Source: an optimization exercise on an open RTL-to-GDS flow (aim: small area, a short achievable clock period and few clock cycles). Production flows keep margins and buffers that such runs may drop. Function was checked by simulation only, so behaviour that the tests miss may differ from the original. No activity file was given, so power comes from the tool's default toggle rates.

### flow/run.sh
#!/bin/bash
# Layout flow: the standard ORFS flow (standard.sh, unchanged synthesis),
# with timing repair aimed below the clock period (setup margin, repairing
# the worst 20% of the violating endpoints), sizing not restricted to
# same-footprint cells, ordinary buffers on the ports and larger clock-tree
# sink clusters (fewer clock buffers).
set -uo pipefail
MARGIN=${MARGIN:-8.3}
bash standard.sh SETUP_SLACK_MARGIN=$MARGIN TNS_END_PERCENT=20 MATCH_CELL_FOOTPRINT=0 \
	"BUFFER_PORTS_ARGS=-buffer_cell sky130_fd_sc_hd__buf_4" \
	CTS_CLUSTER_SIZE=25 CTS_CLUSTER_DIAMETER=70 finish > standard.log 2>&1
### standard.sh
#!/bin/bash
# synth_recipe.tcl (not shown) runs the flow's synth.tcl, then flattens the netlist and writes it again
# the make line also repeats each setting of config.mk as NAME=value (left out here)
make -C /OpenROAD-flow-scripts/flow DESIGN_CONFIG=/design/flow/config.mk WORK_HOME=/design/flow/orfs CLKGATE_MAP_FILE= SYNTH_SCRIPT=/design/flow/synth_recipe.tcl "${@:-finish}"
### config.mk
export PLATFORM = sky130hd
export DESIGN_NAME = six_stage_pipeline
export DESIGN_NICKNAME = six_stage_pipeline
export VERILOG_FILES = /design/flow/design.v
export SDC_FILE = /design/flow/constraint.sdc
export NUM_CORES = 4
export LEC_CHECK = 0
export CAP_MARGIN = 20
export CORE_MARGIN = 2
export CORE_UTILIZATION = 60
export SLEW_MARGIN = 20
### constraint.sdc
create_clock -name core_clock -period 12.0 [get_ports {clk}]
set_input_delay 2.4000 -clock core_clock [delete_from_list [all_inputs] [get_ports {clk}]]
set_output_delay 2.4000 -clock core_clock [all_outputs]
set_load 0.01 [all_outputs]
### design.v
module alu (
	input logic [31:0] a,
	input logic [31:0] b,
	input logic sub,	 
	input logic arith,	 
	input logic op_add,
	input logic op_sll,
	input logic op_srl,	 
	input logic op_slt,
	input logic op_sltu,
	input logic op_xor,
	input logic op_or,
	input logic op_and,
	output logic [31:0] result,
	output logic [31:0] sum,
	output logic eq,
	output logic lt,
	output logic ltu
);
	logic no_borrow;
	prefix_add #(.W(32)) adder(.a(a), .b(sub ? ~b : b), .ci(sub), .sum(sum), .co(no_borrow));
	assign eq = (a == b);
	assign ltu = !no_borrow;
	assign lt = (a[31] != b[31]) ? a[31] : ltu;
	logic [31:0] sh_in, sh_out, a_rev, sh_rev;
	always_comb
		for (int i = 0; i < 32; i++) begin
			a_rev[i] = a[31 - i];
			sh_rev[i] = sh_out[31 - i];
		end
	assign sh_in = op_sll ? a_rev : a;
	assign sh_out = 32'($signed({arith & a[31], sh_in}) >>> b[4:0]);
	assign result = ({32{op_add}} & sum)
		| ({32{op_sll}} & sh_rev)
		| ({32{op_srl}} & sh_out)
		| {31'b0, (op_slt & lt) | (op_sltu & ltu)}
		| ({32{op_xor}} & (a ^ b))
		| ({32{op_or}} & (a | b))
		| ({32{op_and}} & (a & b));
endmodule
module prefix_add #(parameter W = 10) (
	input logic [W-1:0] a,
	input logic [W-1:0] b,
	input logic ci,
	output logic [W-1:0] sum,
	output logic co
);
	localparam int L = (W > 32) ? 6 : (W > 16) ? 5 : (W > 8) ? 4 : (W > 4) ? 3 : (W > 2) ? 2 : 1;
	logic [W-1:0] g [0:L];
	logic [W-1:0] p [0:L];
	logic [W-1:0] c;
	assign g[0] = a & b;
	assign p[0] = a ^ b;
	for (genvar k = 0; k < L; k++) begin: level
		for (genvar i = 0; i < W; i++) begin: bit_
			if (i >= (1 << k)) begin: merge
				assign g[k+1][i] = g[k][i] | (p[k][i] & g[k][i - (1 << k)]);
				assign p[k+1][i] = p[k][i] & p[k][i - (1 << k)];
			end else begin: pass
				assign g[k+1][i] = g[k][i];
				assign p[k+1][i] = p[k][i];
			end
		end
	end
	assign c[0] = ci;
	for (genvar i = 1; i < W; i++) begin: carry
		assign c[i] = g[L][i-1] | (p[L][i-1] & ci);
	end
	assign sum = p[0] ^ c;
	assign co = g[L][W-1] | (p[L][W-1] & ci);
endmodule
module register_file (
	input logic clk,
	input logic reset,	 
	input logic [4:0] rs1_index,
	input logic [4:0] rs2_index,
	input logic [4:0] rd_index,
	input logic [31:0] rd,
	input logic write_en,
	output logic [31:0] rs1,
	output logic [31:0] rs2
);
	logic [31:0] registers [1:31];
	logic [31:1] written;
	always_ff @(posedge clk)
		for (int i = 1; i < 32; i++)
			if (write_en && rd_index == i[4:0])
				registers[i] <= rd;
	always_ff @(posedge clk)
		if (!reset)
			written <= '0;
		else
			for (int i = 1; i < 32; i++)
				if (write_en && rd_index == i[4:0])
					written[i] <= 1'b1;
	logic [31:1] sel1, sel2;
	always_comb begin
		rs1 = '0;
		rs2 = '0;
		for (int i = 1; i < 32; i++) begin
			sel1[i] = rs1_index == i[4:0] && written[i];
			sel2[i] = rs2_index == i[4:0] && written[i];
			rs1 = rs1 | ({32{sel1[i]}} & registers[i]);
			rs2 = rs2 | ({32{sel2[i]}} & registers[i]);
		end
	end
endmodule
module six_stage_pipeline #(parameter XLEN=32) (
	input logic clk,
	input logic reset,	 
	output logic [XLEN-1:0] imem_addr,
	input logic [31:0] imem_rdata,
	output logic [XLEN-1:0] dmem_addr,
	output logic [XLEN-1:0] dmem_wdata,
	output logic dmem_we,
	input logic [XLEN-1:0] dmem_rdata
);
	localparam logic [6:0] OP_R = 7'b0110011, OP_I = 7'b0010011,
		OP_LOAD = 7'b0000011, OP_STORE = 7'b0100011, OP_BRANCH = 7'b1100011,
		OP_JAL = 7'b1101111, OP_JALR = 7'b1100111, OP_LUI = 7'b0110111,
		OP_AUIPC = 7'b0010111;
	logic [11:2] f_pc_out, f_pc_n, f_pc, pc_next;
	assign f_pc = ~f_pc_n;
	logic d_valid;
	logic [31:0] d_instr;
	logic [11:2] d_pc;
	logic [31:0] e_a, e_b, e_s;	 
	logic e_fa, e_fb, e_fs;		 
	logic e_rf_we, e_load, e_store, e_jalr, e_jump;
	logic e_c_eq, e_c_lt, e_c_ltu, e_c_k;	 
	logic [11:2] e_alt;	 
	logic [1:0] e_jbase;	 
	logic [4:0] e_rd;
	logic e_sub, e_arith, e_add, e_sll, e_srl, e_slt, e_sltu, e_xor, e_or, e_and;
	logic e_kill;	 
	logic m_rf_we, m_load, m_store;
	logic [4:0] m_rd;
	logic [31:0] m_result, m_sdata;
	logic [31:0] m_addr;	 
	logic [31:0] wb_data;
	assign wb_data = m_load ? dmem_rdata : m_result;
	assign dmem_addr = m_addr;
	assign dmem_wdata = m_sdata;
	assign dmem_we = m_store;
	logic [6:0] opcode;
	logic [2:0] f3;
	logic [4:0] rs1, rs2, rd;
	assign opcode = d_instr[6:0];
	assign f3 = d_instr[14:12];
	assign rs1 = d_instr[19:15];
	assign rs2 = d_instr[24:20];
	assign rd = d_instr[11:7];
	logic is_r, is_i, is_load, is_store, is_branch, is_jal, is_jalr, is_lui, is_auipc;
	assign is_r = opcode == OP_R;
	assign is_i = opcode == OP_I;
	assign is_load = opcode == OP_LOAD;
	assign is_store = opcode == OP_STORE;
	assign is_branch = opcode == OP_BRANCH;
	assign is_jal = opcode == OP_JAL;
	assign is_jalr = opcode == OP_JALR;
	assign is_lui = opcode == OP_LUI;
	assign is_auipc = opcode == OP_AUIPC;
	logic writes_rd, uses_rs1, uses_rs2;
	assign writes_rd = (is_r | is_i | is_load | is_jal | is_jalr | is_lui | is_auipc) && rd != 0;
	assign uses_rs1 = is_r | is_i | is_load | is_store | is_branch | is_jalr;
	assign uses_rs2 = is_r | is_store | is_branch;
	logic [31:0] imm_i, imm_s, imm_u;
	logic [11:2] imm_bw, imm_jw;
	assign imm_i = {{20{d_instr[31]}}, d_instr[31:20]};
	assign imm_s = {{20{d_instr[31]}}, d_instr[31:25], d_instr[11:7]};
	assign imm_u = {d_instr[31:12], 12'b0};
	assign imm_bw = {d_instr[7], d_instr[30:25], d_instr[11:9]};
	assign imm_jw = {d_instr[20], d_instr[30:22]};
	logic [31:0] rf_rs1, rf_rs2, rs1_val, rs2_val;
	register_file rf(
		.clk(clk), .reset(reset),
		.rs1_index(rs1), .rs2_index(rs2),
		.rd_index(m_rd), .rd(wb_data), .write_en(m_rf_we),
		.rs1(rf_rs1), .rs2(rf_rs2));
	assign rs1_val = (m_rf_we && m_rd == rs1) ? wb_data : rf_rs1;
	assign rs2_val = (m_rf_we && m_rd == rs2) ? wb_data : rf_rs2;
	logic stall;
	assign stall = d_valid && e_load
		&& ((uses_rs1 && e_rd == rs1) || (uses_rs2 && e_rd == rs2));
	logic [11:2] d_target, d_pc_plus1;
	logic d_pred;
	assign d_pc_plus1 = d_pc + 1'b1;
	assign d_target = d_pc + imm_bw;
	assign d_pred = is_branch && (d_instr[31] || f3 == 3'b001);
	logic [11:0] d_jalr_base;
	assign d_jalr_base = {f_pc, 2'b00} - imm_i[11:0];
	logic [12:0] d_link;
	assign d_link = {{1'b0, d_pc} + 11'd1, 2'b00};
	logic e_fwd_ok;
	assign e_fwd_ok = e_rf_we && !e_load;
	logic [31:0] a, b, s, sum, alu_result;
	logic eq, lt, ltu;
	assign a = e_fa ? m_result : e_a;
	assign b = e_fb ? m_result : e_b;
	assign s = e_fs ? m_result : e_s;
	alu alu(
		.a(a), .b(b),
		.sub(e_sub), .arith(e_arith),
		.op_add(e_add), .op_sll(e_sll), .op_srl(e_srl), .op_slt(e_slt),
		.op_sltu(e_sltu), .op_xor(e_xor), .op_or(e_or), .op_and(e_and),
		.result(alu_result), .sum(sum), .eq(eq), .lt(lt), .ltu(ltu));
	logic e_redirect;
	logic [11:2] e_target;
	assign e_redirect = !e_kill && ((e_jalr && a[11:0] != {e_alt, e_jbase})
		|| (e_c_eq && (eq != e_c_k)) || (e_c_lt && (lt != e_c_k))
		|| (e_c_ltu && (ltu != e_c_k)));
	assign e_target = e_jalr ? sum[11:2] : e_alt;
	logic f_jal, f_br, f_jalr, f_pred;
	logic [11:2] f_target, f_tgt_j, f_tgt_b, f_tgt_r, ras;
	assign f_jal = imem_rdata[6:0] == OP_JAL;
	assign f_br = imem_rdata[6:0] == OP_BRANCH;
	assign f_jalr = imem_rdata[6:0] == OP_JALR;
	assign f_pred = f_jal || f_jalr || (f_br && (imem_rdata[31] || imem_rdata[14:12] == 3'b001));
	prefix_add #(.W(10)) f_add_j(.a(f_pc), .b({imem_rdata[20], imem_rdata[30:22]}),
		.ci(1'b0), .sum(f_tgt_j), .co());
	prefix_add #(.W(10)) f_add_b(.a(f_pc), .b({imem_rdata[7], imem_rdata[30:25], imem_rdata[11:9]}),
		.ci(1'b0), .sum(f_tgt_b), .co());
	prefix_add #(.W(10)) f_add_r(.a(ras), .b(imem_rdata[31:22]),
		.ci(1'b0), .sum(f_tgt_r), .co());
	assign f_target = ({10{f_jal}} & f_tgt_j) | ({10{f_jalr}} & f_tgt_r)
		| ({10{f_br}} & f_tgt_b);
	always_ff @(posedge clk)
		if (!reset)
			ras <= 0;
		else if (f_jal && imem_rdata[11:7] == 5'd1)
			ras <= f_pc + 1'b1;
	logic [11:2] pc_seq, pc_f;
	logic e_sel, f_take;
	assign pc_seq = stall ? f_pc : f_pc + 1'b1;
	assign f_take = f_pred && !stall;
	assign pc_f = f_take ? f_target : pc_seq;
	assign e_sel = e_redirect || !reset;
	assign pc_next = e_sel ? (e_target & {10{reset}}) : pc_f;
	always_ff @(posedge clk) begin: fetch
		f_pc_out <= pc_next;
		f_pc_n <= ~pc_next;
	end
	always_ff @(posedge clk) begin: f_to_d
		if (!reset || e_redirect)
			d_valid <= 0;
		else if (!stall)
			d_valid <= 1;
		if (!stall) begin
			d_instr <= imem_rdata;
			d_pc <= f_pc;
		end
	end
	logic go;
	assign go = reset && d_valid && !stall;
	always_ff @(posedge clk) begin: d_to_e
		e_rf_we <= go && writes_rd;
		e_load <= go && is_load && rd != 0;
		e_store <= go && is_store;
		e_c_eq <= go && is_branch && f3[2] == 1'b0;
		e_c_lt <= go && is_branch && f3[2:1] == 2'b10;
		e_c_ltu <= go && is_branch && f3[2:1] == 2'b11;
		e_c_k <= d_pred ^ f3[0];
		e_jalr <= go && is_jalr;
		e_alt <= is_jalr ? d_jalr_base[11:2] : d_pred ? d_pc_plus1 : d_target;
		e_jbase <= d_jalr_base[1:0];
		e_jump <= is_jal || is_jalr;
		e_rd <= rd;
		e_a <= is_lui ? 32'b0 : is_auipc ? {20'b0, d_pc, 2'b00} : rs1_val;
		e_b <= (is_r || is_branch) ? rs2_val
			: is_store ? imm_s
			: (is_lui || is_auipc) ? imm_u
			: imm_i;
		e_s <= is_store ? rs2_val : {19'b0, d_link};
		e_fa <= e_fwd_ok && uses_rs1 && e_rd == rs1;
		e_fb <= e_fwd_ok && (is_r || is_branch) && e_rd == rs2;
		e_fs <= e_fwd_ok && is_store && e_rd == rs2;
		e_sub <= (is_r && f3 == 3'b000 && d_instr[30]) || ((is_r || is_i) && f3[2:1] == 2'b01)
			|| is_branch;
		e_arith <= (is_r || is_i) && f3 == 3'b101 && d_instr[30];
		e_add <= ((is_r || is_i) && f3 == 3'b000) || is_load || is_store
			|| is_jalr || is_lui || is_auipc;
		e_sll <= (is_r || is_i) && f3 == 3'b001;
		e_slt <= (is_r || is_i) && f3 == 3'b010;
		e_sltu <= (is_r || is_i) && f3 == 3'b011;
		e_xor <= (is_r || is_i) && f3 == 3'b100;
		e_srl <= (is_r || is_i) && f3 == 3'b101;
		e_or <= (is_r || is_i) && f3 == 3'b110;
		e_and <= (is_r || is_i) && f3 == 3'b111;
	end
	always_ff @(posedge clk) begin: e_to_m
		if (!reset) begin
			m_rf_we <= 0;
			m_load <= 0;
			m_store <= 0;
		end else begin
			m_rf_we <= e_rf_we && !e_kill;
			m_load <= e_load && !e_kill;
			m_store <= e_store && !e_kill;
		end
		m_rd <= e_rd;
		m_result <= e_jump ? e_s : alu_result;
		m_sdata <= s;
		m_addr <= sum;
		e_kill <= e_redirect;
	end
	assign imem_addr = {20'b0, f_pc_out, 2'b00};
endmodule
==> results of run 1 <==
-- cells by family after synthesis --
| family | Yosys count | synth area share |
|---|---|---|
| simple gates | 1002 | 0.08106 |
| compound gates | 1609 | 0.1936 |
| buf+inv | 566 | 0.03710 |
| fa+ha+maj | 145 | 0.02967 |
| mux | 202 | 0.04131 |
| flops | 1336 | 0.5968 |
| xor+xnor | 145 | 0.02043 |
| other cells | 1 | 0.00006033 |
-- metrics by stage --
| stage | setup WS [ns] | area, um^2 | hold WS [ns] | utilization | total power (uW) |
|---|---|---|---|---|---|
| 3_5_place_dp | 6.855 | 64750 | 0.3868 | 0.6274 | 5520 |
| 2_1_floorplan | 7.696 | 62330 | 0.3628 | - | 5341 |
| 3_3_place_gp | 6.998 | 64750 | 0.3812 | 0.6274 | 5518 |
| 6_report | 7.962 | 69930 | 0.4005 | 0.6776 | 8652 |
| 4_1_cts | 8.108 | 69270 | 0.3981 | 0.6712 | 8579 |
| 5_1_grt | 7.980 | 69880 | 0.4051 | 0.6772 | 8787 |
-- cell usage in the layout (no fill, tap or decap), drive strengths merged, types with 47 or more instances in the layout --
cell    count
a21oi     191
a221oi    223
a222oi     65
a22o      211
a22oi     518
and2       47
and3       76
buf       396
clkbuf     95
dfxtp     302
edfxtp   1034
ha        141
inv       161
mux2       63
mux2i     107
nand2     234
nand3     138
nand4     145
nor2      182
nor3       68
o21ai     161
xnor2      99
-- worst reg2reg max path, stage by stage, from the launching register on --
cell,delay [ns]
sky130_fd_sc_hd__edfxtp_1,0.33
sky130_fd_sc_hd__buf_4,0.27
sky130_fd_sc_hd__inv_1,0.12
sky130_fd_sc_hd__ha_1,0.30
sky130_fd_sc_hd__and3_2,0.59
sky130_fd_sc_hd__buf_4,0.47
sky130_fd_sc_hd__a22o_1,0.26
sky130_fd_sc_hd__a221oi_1,0.27
sky130_fd_sc_hd__nand4_1,0.19
sky130_fd_sc_hd__nor3_1,0.57
sky130_fd_sc_hd__a21oi_1,0.22
sky130_fd_sc_hd__a221o_1,0.34
-- routing by layer --
metal,vias to the layer above,wire length (um),track usage
met4,20,27730,0.3630
met3,1908,57950,0.2567
met5,-,529,0.03106
li1,20110,-,-
met1,25610,96740,0.7062
met2,6822,112000,0.7102
-- sequential cells by signal (all words and copies together) (netlist names), 31 cells and up --
name and count:
rf.written 31, rf.registers 992, m_addr 32, e_b 32, e_s 32, e_a 32, m_sdata 32, m_result 32
d_instr 32
-- power by group through the flow --
stage	clock [uW]	sequential (uW)	combinational (uW)
after detailed placement	0	5150	374
final	3160	5040	455
after floorplan	0	5110	232
after global placement	0	5150	370
after CTS	3130	5040	413
after global routing	3280	5040	474
-- final timing paths --
| kind | start | end | cells past startpoint |
|---|---|---|---|
| max | d_instr[21] | e_b[22] | 11 |
| min | e_rd[0] | m_rd[0] | 0 |
| max reg2reg | d_instr[21] | e_b[22] | 11 |
| min reg2reg | e_rd[0] | m_rd[0] | 0 |
-- area by class of cell --
cell class | instances | area share
Sequential cell | 1336 | 0.5307
Antenna cell | 18 | 0.0006442
Clock buffer | 87 | 0.02992
Multi-Input combinational cell | 3125 | 0.3477
Tap cell | 1380 | 0.02469
Timing Repair Buffer | 404 | 0.04899
Inverter | 141 | 0.007605
Clock inverter | 49 | 0.009770
-- timing repair --
| action | CTS | global route |
|---|---|---|
| buffers inserted | 72 | 44 |
| cloned | 10 | 0 |
| resized for setup | 175 | 58 |
| pin swaps | 39 | 21 |
| endpoints found under the setup margin | 166 | 130 |
==> impl_results.rst, run 1 <==
.. list-table::
   :header-rows: 1

   * - Metric
     - Value
   * - Outcome
     - finished clean
   * - Buffer cell driving the clock tree root
     - sky130_fd_sc_hd__clkbuf_16
   * - Most frequently used cell type in the post-synthesis netlist
     - sky130_fd_sc_hd__edfxtp_1
   * - RSZ-0062 raised after global routing
     - true
   * - Proportion of power drawn by the clock network
     - 0.365
   * - Number of standard cells in the layout, taps in and fillers out
     - 6540
   * - Final HPWL DP
     - 169600 um
   * - H-tree levels
     - 3
   * - Reg area
     - 37110 um^2
   * - Setup slack on the worst flop-to-flop path
     - about 8 ns
   * - Buffers added on ports
     - 140
   * - Path type of the worst min-delay path
     - reg2reg
   * - CTS hold repair buffers
     - 0
   * - Post-Syn Area per Cell
     - roughly 12 um^2
   * - Transition time at the pin with the least slew margin
     - 1.185 ns
   * - ANT nets after route
     - 0
   * - Final Critical Period
     - 4.038 ns
   * - Synthesized instance count
     - 5006
   * - Max rail drop VDD
     - ~0.21 mV
   * - Arrival time of the worst setup path
     - between 4 and 5 ns
   * - Top FF cell, synth
     - sky130_fd_sc_hd__edfxtp_1
   * - Cell area after synthesis
     - 62160 um^2
   * - Placed cells
     - ~6300
   * - Number of clock sinks
     - about 1300
   * - Power density relative to cell area
     - between 100 and 150 nW/um^2
   * - TritonCTS clock tree
     - done
   * - DRT Wirelength
     - ~300000 um
   * - List of most frequent post-synthesis cells
     - sky130_fd_sc_hd__edfxtp_1 (1034), sky130_fd_sc_hd__a22oi_1 (518), sky130_fd_sc_hd__clkbuf_1 (341)
   * - Vias in the first global route
     - ~50000
   * - Net Sw Power
     - about 2100 uW
   * - Number of buffers between clock root and the deepest sink
     - 3
   * - Pleak
     - ~0.026 uW
   * - Internal portion of total power
     - around 6500 uW
   * - Cell occurring most often along the worst timing path
     - sky130_fd_sc_hd__buf_4
   * - Startpoint Class
     - flop
   * - CP Class
     - reg2reg
   * - Highest attainable clock frequency
     - between 0.2 and 0.25 GHz
   * - Part of the power in combinational logic
     - 0.053
   * - Area of the multi-input gates
     - 24310 um^2
   * - Number of failing hold endpoints at the final stage
     - 0
   * - Initial antenna violation count
     - 16
   * - Routed via count divided by cell count
     - around 8.3
   * - Remaining routing DRC violations
     - 0
   * - Iteration-0 DRC Markers
     - ~15000
   * - Synthesis-to-layout area growth
     - 12.50%
   * - Crit path largest cell delay
     - between 0.5 and 0.6 ns
   * - Core Region
     - approximately 100000 um^2
   * - Latest clock arrival within the worst-skew pair
     - 0.74 ns
   * - Category of the worst setup path capture point
     - flop
   * - Number of synthesized flops with an enable pin
     - a little over 1000
   * - Fraction of the yosys area taken by sequential cells
     - 0.5968
   * - Final Cycle Share
     - 0.3365
   * - Yosys reg bits
     - 1336
   * - Final Wtd Congestion
     - between 1 and 1.5
   * - Reported max-cap violation count
     - 0
   * - Vert. Die Dim
     - around 330 um
   * - GRT overflow
     - 0
   * - Highest net fanout along the worst path
     - 18
   * - Accumulated negative setup slack
     - 0 ns
   * - Post-synth top area share
     - 0.4995
   * - CP max stage cell
     - sky130_fd_sc_hd__and3_2
   * - Crit path buf inv count
     - 3
   * - Dominant delay contributor by cell family on the critical path
     - simple AND/OR/NAND/NOR gates
   * - Routed wirelength normalized by instance count
     - 45.10 um
   * - Switching Fraction
     - 0.2450
   * - Overall routing resource usage
     - 0.5414
   * - I/O pin count
     - between 150 and 200
   * - Width of the die
     - about 330 um
   * - Share of final-layout standard cells stronger than drive strength 1
     - 0.1754
   * - Number of library cell types mapped by synthesis
     - between 80 and 90
   * - Pin count of the biggest net entering global routing
     - 65
   * - Final clock skew
     - about 0.049 ns
   * - Share of synthesized flip-flops with an asynchronous set or reset
     - 0
   * - Number of nets in the final layout
     - 5300
   * - Sequential Power Share
     - 0.582
   * - FILL cells
     - roughly 7500
   * - Cell Chain, Critical Path
     - buf_4 -> inv_1 -> ha_1 -> and3_2 -> buf_4 -> a22o_1 -> a221oi_1 -> nand4_1 -> nor3_1 -> a21oi_1 -> a221o_1
   * - Total CTS buffers
     - 81
   * - Starting density of the core
     - 0.6023
   * - Full die area
     - roughly 110000 um^2
   * - Worst-case headroom to the max-slew limit
     - 0.2098
   * - CTS clk-pin slew, worst paths
     - 0.09 ns
   * - 1st-pass router iterations
     - 14
   * - DR vias
     - approximately 54000
   * - Final number of setup-violating endpoints
     - 0
   * - Leading cell types by total area after synthesis
     - sky130_fd_sc_hd__edfxtp_1 (50%), sky130_fd_sc_hd__dfxtp_1 (9.7%), sky130_fd_sc_hd__a22oi_1 (6.3%)
   * - Core Rows
     - 118
   * - Max-slew violations
     - 0
   * - Wire length of the first global-routing pass
     - 397400 um
   * - Yosys Warn Count
     - 10
   * - Post-synthesis cell type with the largest combined area
     - sky130_fd_sc_hd__edfxtp_1
   * - Critical path required time
     - ~13 ns
Testbench counts, summed over its fixed seeds: cycles 94,669.
==> inputs of run 2 (changes only) <==
==> flow/run.sh (replaced) <==
#!/bin/bash
# Layout flow: the standard ORFS flow (standard.sh, unchanged synthesis),
# with timing repair aimed below the clock period (setup margin), sizing not
# restricted to same-footprint cells, ordinary buffers on the ports and larger clock-tree
# sink clusters (fewer clock buffers).
set -uo pipefail
MARGIN=${MARGIN:-8.3}
bash standard.sh SETUP_SLACK_MARGIN=$MARGIN MATCH_CELL_FOOTPRINT=0 \
	"BUFFER_PORTS_ARGS=-buffer_cell sky130_fd_sc_hd__buf_4" \
	CTS_CLUSTER_SIZE=25 CTS_CLUSTER_DIAMETER=70 finish > standard.log 2>&1
==> impl_results.rst, run 2 <==
.. list-table::
   :header-rows: 1

   * - Metric
     - Value
   * - Depth of the critical timing path with buffers and inverters included
     - 18
   * - Minimum hold slack
     - 0.4016 ns
   * - Vert. Die Dim
     - 325.9 um
   * - TritonCTS clock tree
     - done
   * - Reported max-cap violation count
     - 0
   * - Number of buffers between clock root and the deepest sink
     - 3
   * - Worst Hold Path Cells
     - 0
   * - Met2 track utilization from global routing
     - 0.7028
   * - Post-synthesis cell type with the largest combined area
     - sky130_fd_sc_hd__edfxtp_1
   * - Path type of the worst min-delay path
     - reg2reg
   * - Buffer cell driving the clock tree root
     - sky130_fd_sc_hd__clkbuf_16
   * - Routed via count divided by cell count
     - 8.285
   * - Final Cycle Share
     - 0.3251
   * - Top reg by flops
     - rf.registers
   * - Cell Chain, Critical Path
     - buf_12 -> buf_6 -> buf_12 -> mux2i_4 -> xnor2_2 -> ha_1 -> inv_2 -> nor3_4 -> nand4_1 -> buf_6 -> a211oi_4 -> nor2_4 -> a31oi_4 -> xnor2_1 -> buf_4 -> a21oi_4 -> buf_12 -> mux2_2
   * - Most frequently used cell type in the post-synthesis netlist
     - sky130_fd_sc_hd__edfxtp_1
   * - Number of clock sinks
     - ~1300
   * - Layer carrying the most global-route usage
     - met2
   * - CTS clk-pin slew, worst paths
     - ~0.09 ns
   * - Yosys reg bits
     - 1336
   * - Power density relative to cell area
     - between 100 and 150 nW/um^2
   * - Final Critical Period
     - 3.901 ns
   * - Final HPWL DP
     - around 160000 um
   * - Outcome
     - finished clean
   * - Overall routing resource usage
     - 0.5351
   * - Share of final-layout standard cells stronger than drive strength 1
     - 0.1933
   * - Synthesized instance count
     - about 5000
   * - Cell occurring most often along the worst timing path
     - sky130_fd_sc_hd__buf_12
   * - Synthesis-to-layout area growth
     - 13.89%
   * - DR vias
     - roughly 54000
   * - Initial antenna violation count
     - 16
   * - Cells on worst reg2reg path
     - 18
   * - GR met1 Demand/Resource
     - 0.7015
   * - Core Rows
     - ~120
   * - Number of library cell types mapped by synthesis
     - between 80 and 90
   * - RSZ-0062 raised after global routing
     - true
   * - Wire length of the first global-routing pass
     - approximately 400000 um
   * - Startpoint Class
     - flop
   * - Final clock skew
     - between 0.05 and 0.06 ns
   * - Routed wirelength normalized by instance count
     - between 40 and 50 um
   * - Iteration-0 DRC Markers
     - 14140
   * - Reg area
     - ~37000 um^2
   * - Category of the worst setup path capture point
     - flop
   * - Top FF cell, synth
     - sky130_fd_sc_hd__edfxtp_1
   * - Met3 usage in global routing
     - 0.2570
   * - Pin count of the biggest net entering global routing
     - 65
   * - List of most frequent post-synthesis cells
     - sky130_fd_sc_hd__edfxtp_1 (1034), sky130_fd_sc_hd__a22oi_1 (518), sky130_fd_sc_hd__clkbuf_1 (341)
   * - Total CTS buffers
     - 78
   * - Max FFs per register
     - 992
   * - Core Region
     - 103200 um^2
   * - Width of the die
     - between 300 and 400 um
   * - Yosys Warn Count
     - 10
   * - Buffers added on ports
     - 140
   * - Critical path required time
     - 12.60 ns
   * - Vias in the first global route
     - approximately 50000
   * - Remaining routing DRC violations
     - 0
   * - Pleak
     - approximately 0.027 uW
   * - Dominant delay contributor by cell family on the critical path
     - buffers and inverters
   * - CP max stage cell
     - sky130_fd_sc_hd__dfxtp_4
   * - Accumulated negative setup slack
     - 0 ns
   * - GRT overflow
     - 0
   * - 1st-pass router iterations
     - 12
   * - H-tree levels
     - 3
   * - Crit path largest cell delay
     - about 0.46 ns
   * - Transition time at the pin with the least slew margin
     - around 1.2 ns
   * - DRT Wirelength
     - approximately 300000 um
   * - ANT nets after route
     - 0
   * - Latest clock arrival within the worst-skew pair
     - approximately 0.76 ns
   * - Final Wtd Congestion
     - 0.9965
   * - Most common library cell in the layout ignoring fill and taps
     - sky130_fd_sc_hd__edfxtp_1
   * - Number of nets in the final layout
     - 5323
   * - Max rail drop VDD
     - 0.1600 mV
   * - Crit path buf inv count
     - 7
   * - CP Class
     - reg2reg
   * - Worst-case headroom to the max-slew limit
     - 0.1704
   * - Share of synthesized flip-flops with an asynchronous set or reset
     - 0
   * - Max-slew violations
     - 0
   * - Leading cell types by total area after synthesis
     - sky130_fd_sc_hd__edfxtp_1 (50%), sky130_fd_sc_hd__dfxtp_1 (9.7%), sky130_fd_sc_hd__a22oi_1 (6.3%)
   * - Cell area after synthesis
     - about 62000 um^2
   * - Highest attainable clock frequency
     - 0.2564 GHz
   * - Number of synthesized flops with an enable pin
     - about 1000
   * - Commonest non-fill, non-tap cells in the layout
     - sky130_fd_sc_hd__edfxtp_1 (1034), sky130_fd_sc_hd__a22oi_1 (517), sky130_fd_sc_hd__buf_4 (382)
   * - Final number of setup-violating endpoints
     - 0
   * - Number of failing hold endpoints at the final stage
     - 0
   * - Starting density of the core
     - 0.6023
   * - Post-Syn Area per Cell
     - 12.42 um^2
   * - CTS hold repair buffers
     - 0
   * - Full die area
     - between 100000 and 150000 um^2
   * - Arrival time of the worst setup path
     - about 4.5 ns
   * - Post-synth top area share
     - 0.4995
   * - FILL cells
     - 7391
   * - Fraction of the yosys area taken by sequential cells
     - 0.5968
   * - Area of the multi-input gates
     - approximately 25000 um^2
   * - Highest net fanout along the worst path
     - 8
   * - I/O pin count
     - between 150 and 200
==> run 2: cell counts after synthesis <==
Identical to the previous run, type by type.
==> run 2: layer usage <==
layer,share of wire,vias to the layer above
li1,-,20170
met1,0.33,25680
met2,0.38,6707
met3,0.20,1810
met4,0.092,6
met5,0.00012,-
==> run 2: path summary, 6_finish.rpt <==
check / startpoint / endpoint / slack [ns]
hold reg to reg: e_rd[0] / m_rd[0] / 0.40
hold / removal: e_rd[0] / m_rd[0] / 0.40
setup reg to reg: e_fb / f_pc_out[6] / 8.10
setup / recovery: e_fb / f_pc_out[6] / 8.10
==> run 2: repair_timing <==
item / CTS / global route
pin swaps: 54 / 37
hold endpoints to repair: 0 / 0
resized for setup: 243 / 98
gates cloned: 10 / 3
setup buffers: 104 / 39
setup endpoints to repair: 177 / 98
==> run 2: area by class of cell <==
class                      count  share of cell area
clock buffer                  90             0.02895
clock inverter                45            0.008784
inverter                     141            0.007565
timing repair inverter         1          0.00007070
antenna                       15           0.0005302
sequential                  1336              0.5242
multi-input combinational   3126              0.3531
timing repair buffer         428             0.05233
tap                         1380             0.02439
==> run 2: kinds of logic after synthesis <==
family / count (synthesis) / share of synthesized area
AND/OR/NAND/NOR: 1002 / 0.08106
buffers and inverters: 566 / 0.03710
AO/OA/AOI/OAI: 1609 / 0.1936
XOR/XNOR: 145 / 0.02043
adder cells (fa/ha/maj): 145 / 0.02967
other: 1 / 0.00006033
multiplexers: 202 / 0.04131
flip-flops: 1336 / 0.5968
==> run 2: metrics by stage <==
step | instances | util | power (uW) | setup WS [ns] | instance area, um^2
after detailed placement | 6256 | 0.6277 | 5518 | 6.949 | 64780
after global placement | 6256 | 0.6277 | 5516 | 7.104 | 64780
after global routing | 6547 | 0.6856 | 8751 | 8.034 | 70750
after CTS | 6505 | 0.6771 | 8524 | 8.128 | 69880
final | 6562 | 0.6860 | 8603 | 8.099 | 70790
after floorplan | 5027 | - | 5343 | 7.696 | 62420
==> run 2: report_power, final <==
group / leakage (uW) / switching (uW) / total (uW) / internal, uW
Sequential: 0.0142 / 56.9 / 5040 / 4980
Clock: 0.00130 / 1730 / 3090 / 1360
Combinational: 0.0111 / 294 / 472 / 178
==> inputs of run 3 (changes only) <==
--- a/config.mk
+++ b/config.mk
@@ -7,5 +7,5 @@
 export LEC_CHECK = 0
 export CAP_MARGIN = 20
 export CORE_MARGIN = 2
-export CORE_UTILIZATION = 60
+export CORE_UTILIZATION = 55
 export SLEW_MARGIN = 20
==> impl_results.rst, run 3 <==
.. list-table::
   :header-rows: 1

   * - Metric
     - Value
   * - Post-synthesis cell type with the largest combined area
     - sky130_fd_sc_hd__edfxtp_1
   * - Most frequently used cell type in the post-synthesis netlist
     - sky130_fd_sc_hd__edfxtp_1
   * - Commonest non-fill, non-tap cells in the layout
     - sky130_fd_sc_hd__edfxtp_1 (1034), sky130_fd_sc_hd__a22oi_1 (516), sky130_fd_sc_hd__buf_4 (356)
   * - Most common library cell in the layout ignoring fill and taps
     - sky130_fd_sc_hd__edfxtp_1
   * - Total CTS buffers
     - 86
   * - Area of the multi-input gates
     - between 20000 and 30000 um^2
   * - GRT overflow
     - 0
   * - Yosys reg bits
     - 1336
   * - Placed cells
     - around 6400
   * - Leading cell types by total area after synthesis
     - sky130_fd_sc_hd__edfxtp_1 (50%), sky130_fd_sc_hd__dfxtp_1 (9.7%), sky130_fd_sc_hd__a22oi_1 (6.3%)
   * - TritonCTS clock tree
     - done
   * - Final Critical Period
     - a little under 4 ns
   * - Buffers added on ports
     - 140
   * - I/O pin count
     - between 150 and 200
   * - Buffer cell driving the clock tree root
     - sky130_fd_sc_hd__clkbuf_16
   * - ANT nets after route
     - 0
   * - Transition time at the pin with the least slew margin
     - between 1 and 1.5 ns
   * - H-tree levels
     - 3
   * - Synthesis-to-layout area growth
     - 15.74%
   * - Final Wtd Congestion
     - around 1
   * - Pin count of the biggest net entering global routing
     - 65
   * - Number of nets in the final layout
     - roughly 5300
   * - Number of standard cells in the layout, taps in and fillers out
     - approximately 6700
   * - Number of synthesized flops with an enable pin
     - about 1000
   * - Initial antenna violation count
     - 17
   * - Wire length of the first global-routing pass
     - between 400000 and 500000 um
   * - Final HPWL DP
     - 180800 um
   * - Number of failing hold endpoints at the final stage
     - 0
   * - Power density relative to cell area
     - roughly 130 nW/um^2
   * - Core Rows
     - ~120
   * - Worst-case headroom to the max-slew limit
     - 0.1973
   * - Starting density of the core
     - 0.5533
   * - Share of final-layout standard cells stronger than drive strength 1
     - 0.2042
   * - Number of library cell types mapped by synthesis
     - slightly below 90
   * - Max-slew violations
     - 0
   * - Post-Syn Area per Cell
     - between 10 and 15 um^2
   * - Yosys Warn Count
     - 10
   * - Synthesized instance count
     - roughly 5000
   * - Outcome
     - finished clean
   * - CTS clk-pin slew, worst paths
     - about 0.10 ns
   * - Critical path required time
     - 12.55 ns
   * - Arrival time of the worst setup path
     - 4.48 ns
   * - List of most frequent post-synthesis cells
     - sky130_fd_sc_hd__edfxtp_1 (1034), sky130_fd_sc_hd__a22oi_1 (518), sky130_fd_sc_hd__clkbuf_1 (341)
   * - Startpoint Class
     - flop
   * - Final Cycle Share
     - 0.3272
   * - Number of clock sinks
     - 1336
   * - DRT Wirelength
     - between 300000 and 400000 um
   * - Cells on worst reg2reg path
     - 9
   * - Top FF cell, synth
     - sky130_fd_sc_hd__edfxtp_1
   * - Routed wirelength normalized by instance count
     - between 40 and 50 um
   * - FILL cells
     - 8593
   * - Width of the die
     - between 300 and 400 um
   * - Vias in the first global route
     - roughly 50000
   * - Full die area
     - 115700 um^2
   * - Worst Hold Path Cells
     - 0
   * - Remaining routing DRC violations
     - 0
   * - Share of synthesized flip-flops with an asynchronous set or reset
     - 0
   * - Reported max-cap violation count
     - 0
   * - Reg area
     - 37140 um^2
   * - Top reg by flops
     - rf.registers
   * - DR vias
     - 54320
   * - CP Class
     - reg2reg
   * - Final clock skew
     - around 0.070 ns
   * - Category of the worst setup path capture point
     - flop
   * - RSZ-0062 raised after global routing
     - true
   * - Fraction of the yosys area taken by sequential cells
     - 0.5968
   * - Iteration-0 DRC Markers
     - 14040
   * - Number of buffers between clock root and the deepest sink
     - 3
   * - 1st-pass router iterations
     - 13
   * - Latest clock arrival within the worst-skew pair
     - 0.79 ns
   * - Highest net fanout along the worst path
     - 22
   * - Accumulated negative setup slack
     - 0 ns
   * - Path type of the worst min-delay path
     - reg2reg
   * - Final number of setup-violating endpoints
     - 0
   * - Post-synth top area share
     - 0.4995
   * - Cell area after synthesis
     - between 60000 and 70000 um^2
   * - Routed via count divided by cell count
     - a little over 8
   * - Pleak
     - ~0.027 uW
   * - Vert. Die Dim
     - 340.2 um
   * - Max FFs per register
     - between 900 and 1000
   * - Overall routing resource usage
     - 0.5128
   * - Highest attainable clock frequency
     - 0.2546 GHz
   * - Core Region
     - roughly 110000 um^2
   * - Max rail drop VDD
     - ~0.16 mV
[run 3: power by group]
| group | switching, uW | leakage, uW | internal, uW |
|---|---|---|---|
| Clock | 1930 | 0.00159 | 1650 |
| Combinational | 300 | 0.0111 | 186 |
| Sequential | 56.2 | 0.0142 | 4980 |
| Total | 2280 | 0.0269 | 6820 |
[run 3: worst max-delay path, cell delays in order, from the launching register on]
cell,delay [ns]
sky130_fd_sc_hd__edfxtp_1,0.38
sky130_fd_sc_hd__buf_4,0.19
sky130_fd_sc_hd__buf_4,0.21
sky130_fd_sc_hd__nor3b_1,0.42
sky130_fd_sc_hd__and3_2,0.70
sky130_fd_sc_hd__buf_4,0.65
sky130_fd_sc_hd__a22oi_1,0.19
sky130_fd_sc_hd__nand4_1,0.18
sky130_fd_sc_hd__nor4_1,0.09
sky130_fd_sc_hd__a21oi_1,0.63
[run 3: area by class of cell]
cell class | count | area share
Timing Repair Buffer | 420 | 0.05221
Timing Repair inverter | 1 | 0.00006957
Clock buffer | 97 | 0.03151
Inverter | 141 | 0.007687
Antenna cell | 4 | 0.0001391
Tap cell | 1500 | 0.02609
Clock inverter | 62 | 0.01508
Sequential cell | 1336 | 0.5162
Multi-Input combinational cell | 3125 | 0.3510
[run 3: timing repair]
action	CTS	global route
resized for setup	249	180
pin swaps	39	57
gates cloned	11	1
setup endpoints to repair	164	104
setup buffers	71	70
hold buffers	0	0
[run 3: metrics by stage]
step	power, uW	cell area, um^2	utilization	hold slack, ns	setup WS (ns)
after global routing	9253	71930	0.6403	0.4435	8.051
after floorplan	5343	62420	-	0.3628	7.696
after CTS	8999	70380	0.6265	0.4316	8.186
final	9099	71940	0.6404	0.4323	8.073
after global placement	5521	64880	0.5775	0.4014	7.056
after detailed placement	5522	64960	0.5782	0.4048	7.040
[run 3: kinds of logic (layout without fill, tap and decap cells)]
group                    Yosys count  after routing  share of synthesized area
AO/OA/AOI/OAI                   1609           1609                     0.1936
flip-flops                      1336           1336                     0.5968
AND/OR/NAND/NOR                 1002           1002                    0.08106
buffers and inverters            566            721                    0.03710
multiplexers                     202            202                    0.04131
adder cells (fa/ha/maj)          145            145                    0.02967
XOR/XNOR                         145            145                    0.02043
other                              1             26                 0.00006033
[run 3: routing by layer]
metal  vias to the layer above  GRT usage  share of wire
met5                         -          0        0.00064
met3                      1721     0.2356           0.19
li1                      20170          -              -
met4                        26     0.3197          0.088
met1                     25940     0.6768           0.34
met2                      6462     0.6820           0.38
[run 3: path summary, 6_finish.rpt]
kind / startpoint / to / slack (ns)
setup / recovery: d_instr[18] / e_a[21] / 8.07
hold / removal: d_instr[7] / e_rd[0] / 0.43
setup reg to reg: d_instr[18] / e_a[21] / 8.07
hold reg to reg: d_instr[7] / e_rd[0] / 0.43

## separate check: timing with driven ports
The results above use ideal ports. As a check the final layouts listed here were re-extracted and re-timed, cells and wires unchanged. Step 1 sets driving cells, clkbuf_16 on the clock port and buf_2 on the other inputs (assumed; they add their load-dependent delay and slew). Step 2, shift: input delay + t, output delay - t, t = (earliest + latest rising clock arrival at the registers) / 2. This alone moves slack from input paths to output paths. Slacks: no drivers / after step 1 / after step 2; pairs: no drivers / after step 1.
| run | t (ns) | setup WS [ns] | hold WS [ns] | worst setup path at the end | latest minus earliest clock arrival (ns) |
|---|---|---|---|---|---|
| run 1 | 0.790 | 7.962 / 7.962 / 7.248 | 0.400 / 0.400 / 0.400 | input to register | 0.049 / 0.050 |
| run 2 | 0.798 | 8.099 / 8.099 / 7.374 | 0.402 / 0.402 / 0.402 | input to register | 0.065 / 0.065 |
| run 3 | 0.830 | 8.073 / 8.073 / 7.321 | 0.432 / 0.432 / 0.432 | input to register | 0.078 / 0.077 |
After both steps every run listed still meets setup and hold. For run 3, which loses most, drivers alone change the setup slack by 0.000 ns; drivers and shift together by -0.752 ns.
